From an optimization exercise on the open Yosys and OpenROAD flow, aimed at small area; shortcuts taken in it are not production practice. Function was checked by simulation only, so behaviour that the tests miss may differ from the original. The flow treats the clock pin as an ideal source, which a real chip does not have.

## main
==> flow/design.v (excerpt) <==
module axi_stream_insert_header_1 #(
parameter DATA_WD = 32,
parameter DATA_BYTE_WD = DATA_WD / 8,
parameter BYTE_CNT_WD = $clog2(DATA_BYTE_WD)
) (
input clk,
input rst_n,
input valid_in,
input [DATA_WD-1 : 0] data_in,
input [DATA_BYTE_WD-1 : 0] keep_in,
input last_in,
output ready_in,
output valid_out,
output [DATA_WD-1 : 0] data_out,
output [DATA_BYTE_WD-1 : 0] keep_out,
output last_out,
input ready_out,
input valid_insert,
input [DATA_WD-1 : 0] data_insert,
input [DATA_BYTE_WD-1 : 0] keep_insert,
input [BYTE_CNT_WD-1: 0] byte_insert_cnt,
output ready_insert
);
reg l1, l2, lo0, lo1;
wire pulse = ~l1 & l2;
always @(posedge clk or negedge rst_n)
if (!rst_n) begin
    l1 <= 1'b0; l2 <= 1'b0; lo0 <= 1'b0; lo1 <= 1'b0;
end else begin
    l1 <= last_in; l2 <= l1; lo0 <= pulse; lo1 <= lo0;
end
assign ready_in = ~pulse;
assign last_out = lo1;
reg s_ready, ins, n1;
always @(posedge clk or negedge rst_n)
if (!rst_n) begin
    s_ready <= 1'b0; ins <= 1'b0; n1 <= 1'b0;
end else begin
    ins <= hs; s_ready <= ~ins; n1 <= s_ready;
end
assign ready_insert = s_ready;
assign valid_out = ~n1 | s_ready;
wire k1111, k0111, k0011, k0001, kval, en, en_n, en1, hs, ek_n, eh, eh_n;
wire si1, si2, si3, b0, b1, b2, b3, ld, hold, sh, a1, a2, a3;
wire [3:0] ehb;
reg nz1, nzh0;
reg [3:0] ks;     
aihs_ctl u_ctl (.ins(ins), .ks(ks), .keep_insert(keep_insert), .nz1(nz1), .nzh0(nzh0),
    .valid_insert(valid_insert), .s_ready(s_ready), .valid_in(valid_in), .pulse(pulse), .rst_n(rst_n),
    .k1111(k1111), .k0111(k0111), .k0011(k0011), .k0001(k0001), .kval(kval),
    .en(en), .en_n(en_n), .en1(en1), .hs(hs), .ek_n(ek_n), .eh(eh), .eh_n(eh_n), .ehb(ehb),
  ...
Size in the first run: ~470 cells after synthesis, ~150 flip-flops, roughly 120 I/O pins, roughly 0.0056 mm2 of cells after synthesis.
Settings: LEC_CHECK=0, CAP_MARGIN=20, CORE_MARGIN=2, CORE_UTILIZATION=40, SLEW_MARGIN=20, SYNTH_HIERARCHICAL=1; clock period 5.0 ns.
standard.sh (not shown) runs the stock make flow with config.mk's settings and CLKGATE_MAP_FILE= SYNTH_SCRIPT=/design/flow/synth_recipe.tcl, a recipe that flattens the netlist after the stock synthesis.
==> flow/flow/run.sh <==
#!/bin/bash
# The standard layout (standard.sh) with these changes:
#  - the port buffers are buf_1 instead of the default pick;
#  - CTS builds its tree from clkbuf_4 (root clkbuf_8) with no dummy loads,
#    and post_cts.tcl upsizes leaf buffers whose slew is high.
# make's output goes to make.log; ORFS keeps each step's log under orfs/logs.
set -euo pipefail
export BUFFER_PORTS_ARGS="-buffer_cell sky130_fd_sc_hd__buf_1"
export CTS_ARGS="-sink_clustering_enable -repair_clock_nets -dont_use_dummy_load -root_buf sky130_fd_sc_hd__clkbuf_8 -buf_list sky130_fd_sc_hd__clkbuf_4"
export POST_CTS_TCL="$(pwd)/flow/post_cts.tcl"
bash standard.sh > make.log 2>&1
==> flow/flow/post_cts.tcl <==
estimate_parasitics -placement
set upsized 0
foreach inst [get_cells *] {
  if {[get_property $inst ref_name] == "sky130_fd_sc_hd__clkbuf_4"} {
    set pin [get_pins [get_full_name $inst]/X]
    if {[get_property $pin slew_max] > 0.110} {
      replace_cell [get_full_name $inst] sky130_fd_sc_hd__clkbuf_8
      incr upsized
    }
  }
}
puts "post_cts: upsized $upsized clock buffers"
if {$upsized > 0} {
  detailed_placement
  check_placement -verbose
  estimate_parasitics -placement
}
Edits applied to the flow inputs when going from main to the feature branch:
--- a/flow/design.v
+++ b/flow/design.v
@@ -12,13 +12,13 @@
 assign y = ~(a & b & c);
 endmodule
 module aihs_nand2aoi22 (input x1, input x2, input a1, input a2, input b1, input b2, output y);
 assign y = ~(x1 & x2 & ~((a1 & a2) | (b1 & b2)));
 endmodule
 module aihs_ctl (
-input ins, input [3:0] ks, input [3:0] keep_insert, input nz1, input nzh0,
+input ins, input [3:0] ksn, input [3:0] keep_insert, input nz1, input nzh0,
 input valid_insert, input s_ready, input valid_in, input pulse, input rst_n,
 output k1111, output k0111, output k0011, output k0001, output kval,
 output en, output en_n, output en1, output hs, output ek_n, output eh, output eh_n,
 output [3:0] ehb,
 output si1, output si2, output si3, output b0, output b1, output b2, output b3,
 output ld, output hold, output sh, output a1, output a2, output a3
@@ -36,16 +36,16 @@
 assign eh = hs & kval;                    
 assign eh_n = ~eh;
 assign ehb = {4{eh}} & {k1111, k1111 | k0111, ~k0001, 1'b1};
 assign si1 = ins & k0111;
 assign si2 = ins & k0011;
 assign si3 = ins & k0001;
-assign b0 = ~ins & ks[0];
-assign b1 = ~ins & ks[1];
-assign b2 = ~ins & ks[2];
-assign b3 = ~ins & ks[3];
+assign b0 = ~(ins | ksn[0]);
+assign b1 = ~(ins | ksn[1]);
+assign b2 = ~(ins | ksn[2]);
+assign b3 = ~(ins | ksn[3]);
 assign ld = (ins & kval) | b0 | b1 | b2 | b3;
 assign hold = ~ld;
 assign sh = ins & k1111 & nzh0;
 assign a1 = (si1 | b1) & nz1;
 assign a2 = (si2 | b2) & nz1;
 assign a3 = (si3 | b3) & nz1;
@@ -93,14 +93,14 @@
 assign ready_insert = s_ready;
 assign valid_out = ~n1 | s_ready;
 wire k1111, k0111, k0011, k0001, kval, en, en_n, en1, hs, ek_n, eh, eh_n;
 wire si1, si2, si3, b0, b1, b2, b3, ld, hold, sh, a1, a2, a3;
 wire [3:0] ehb;
 reg nz1, nzh0;
-reg [3:0] ks;     
-aihs_ctl u_ctl (.ins(ins), .ks(ks), .keep_insert(keep_insert), .nz1(nz1), .nzh0(nzh0),
+reg [3:0] ksn;    
+aihs_ctl u_ctl (.ins(ins), .ksn(ksn), .keep_insert(keep_insert), .nz1(nz1), .nzh0(nzh0),
     .valid_insert(valid_insert), .s_ready(s_ready), .valid_in(valid_in), .pulse(pulse), .rst_n(rst_n),
     .k1111(k1111), .k0111(k0111), .k0011(k0011), .k0001(k0001), .kval(kval),
     .en(en), .en_n(en_n), .en1(en1), .hs(hs), .ek_n(ek_n), .eh(eh), .eh_n(eh_n), .ehb(ehb),
     .si1(si1), .si2(si2), .si3(si3), .b0(b0), .b1(b1), .b2(b2), .b3(b3),
     .ld(ld), .hold(hold), .sh(sh), .a1(a1), .a2(a2), .a3(a3));
 always @(posedge clk or negedge rst_n)
@@ -109,28 +109,28 @@
 always @(posedge clk or negedge rst_n)
 if (!rst_n) nzh0 <= 1'b0;
 else if (eh) nzh0 <= 1'b1;
 reg [31:0] r1, r2, hdr;
 reg [3:0] kin;
 wire [31:0] r1_d, r2_d, hdr_d;
-wire [3:0] kin_d, ks_d;
-wire [3:0] ks_new = {k0001, k0011, k0111, k1111};
+wire [3:0] kin_d, ksn_d;
+wire [3:0] ksn_new = ~{k0001, k0011, k0111, k1111};
 genvar i;
 generate
 for (i = 0; i < 32; i = i + 1) begin : g_w
     aihs_ao22 u_r1 (.a1(en), .a2(data_in[i]), .b1(en_n), .b2(r1[i]), .y(r1_d[i]));
     aihs_ao22 u_r2 (.a1(en1), .a2(r1[i]), .b1(en_n), .b2(r2[i]), .y(r2_d[i]));
     aihs_ao22 u_hd (.a1(ehb[i/8]), .a2(data_insert[i]), .b1(eh_n), .b2(hdr[i]), .y(hdr_d[i]));
 end
 for (i = 0; i < 4; i = i + 1) begin : g_k
     aihs_ao22 u_ki (.a1(en), .a2(keep_in[i]), .b1(en_n), .b2(kin[i]), .y(kin_d[i]));
-    aihs_ao22 u_ks (.a1(hs), .a2(ks_new[i]), .b1(ek_n), .b2(ks[i]), .y(ks_d[i]));
+    aihs_ao22 u_ks (.a1(hs), .a2(ksn_new[i]), .b1(ek_n), .b2(ksn[i]), .y(ksn_d[i]));
 end
 endgenerate
 always @(posedge clk) begin
-    r1 <= r1_d; r2 <= r2_d; hdr <= hdr_d; kin <= kin_d; ks <= ks_d;
+    r1 <= r1_d; r2 <= r2_d; hdr <= hdr_d; kin <= kin_d; ksn <= ksn_d;
 end
 reg [31:0] hdo;
 reg nzh;
 wire [31:0] hdo_d;
 generate
 for (i = 0; i < 8; i = i + 1) begin : g_h
### Flow results
Per the comparison of the feature branch with main, first-pass GRT wire length went up by 220 um, time the worst path needs with I/O delays and setup went down by 270 ps. The feature branch and main ended up with roughly the same final area. | number of DRC markers in iteration 0 | the feature branch vs main | worse |. In the tables for the feature branch and main, worst setup slack reads lower with main. Against main, the feature branch comes in 12 ps lower on clock skew. The feature branch gives less setup slack after placement than main did. The feature branch: PASS, flow complete, no timing, DRC or antenna violations. main finished every step from synthesis to the final layout, and the layout passed the timing, design-rule and antenna checks. Against main, number of fill cells in the layout in the feature branch rose by a few percent. Worst setup path startpoint: keep_insert[0] -> the feature branch, ready_out -> main. Comparing the feature branch and main, the lower detailed-route wire length on metal 1 was measured on main.

## separate check: timing with driven ports
The flow's constraints put no driver on any port. The routed layouts listed below were extracted and timed again, unchanged, in two steps.
Step 1: set_driving_cell puts a clkbuf_16 on clk and a buf_2 on each other input, an assumption about the parent block.
Step 2 also shifts input and output timing later by t, the mid clock arrival at the registers, as if the neighbouring blocks saw the same clock.
Three values: no drivers, after step 1, after step 2; two values: the first two.
run	t, ns	setup slack, ns	clock arrival spread, ns
main	0.461	1.526 / 1.487 / 1.433	0.040 / 0.040
the feature branch	0.450	1.794 / 1.798 / 1.348	0.030 / 0.030
After both steps setup and hold are still met in every run listed. For the feature branch, which loses most, drivers alone change the setup slack by +0.004 ns; drivers and shift together by -0.446 ns.
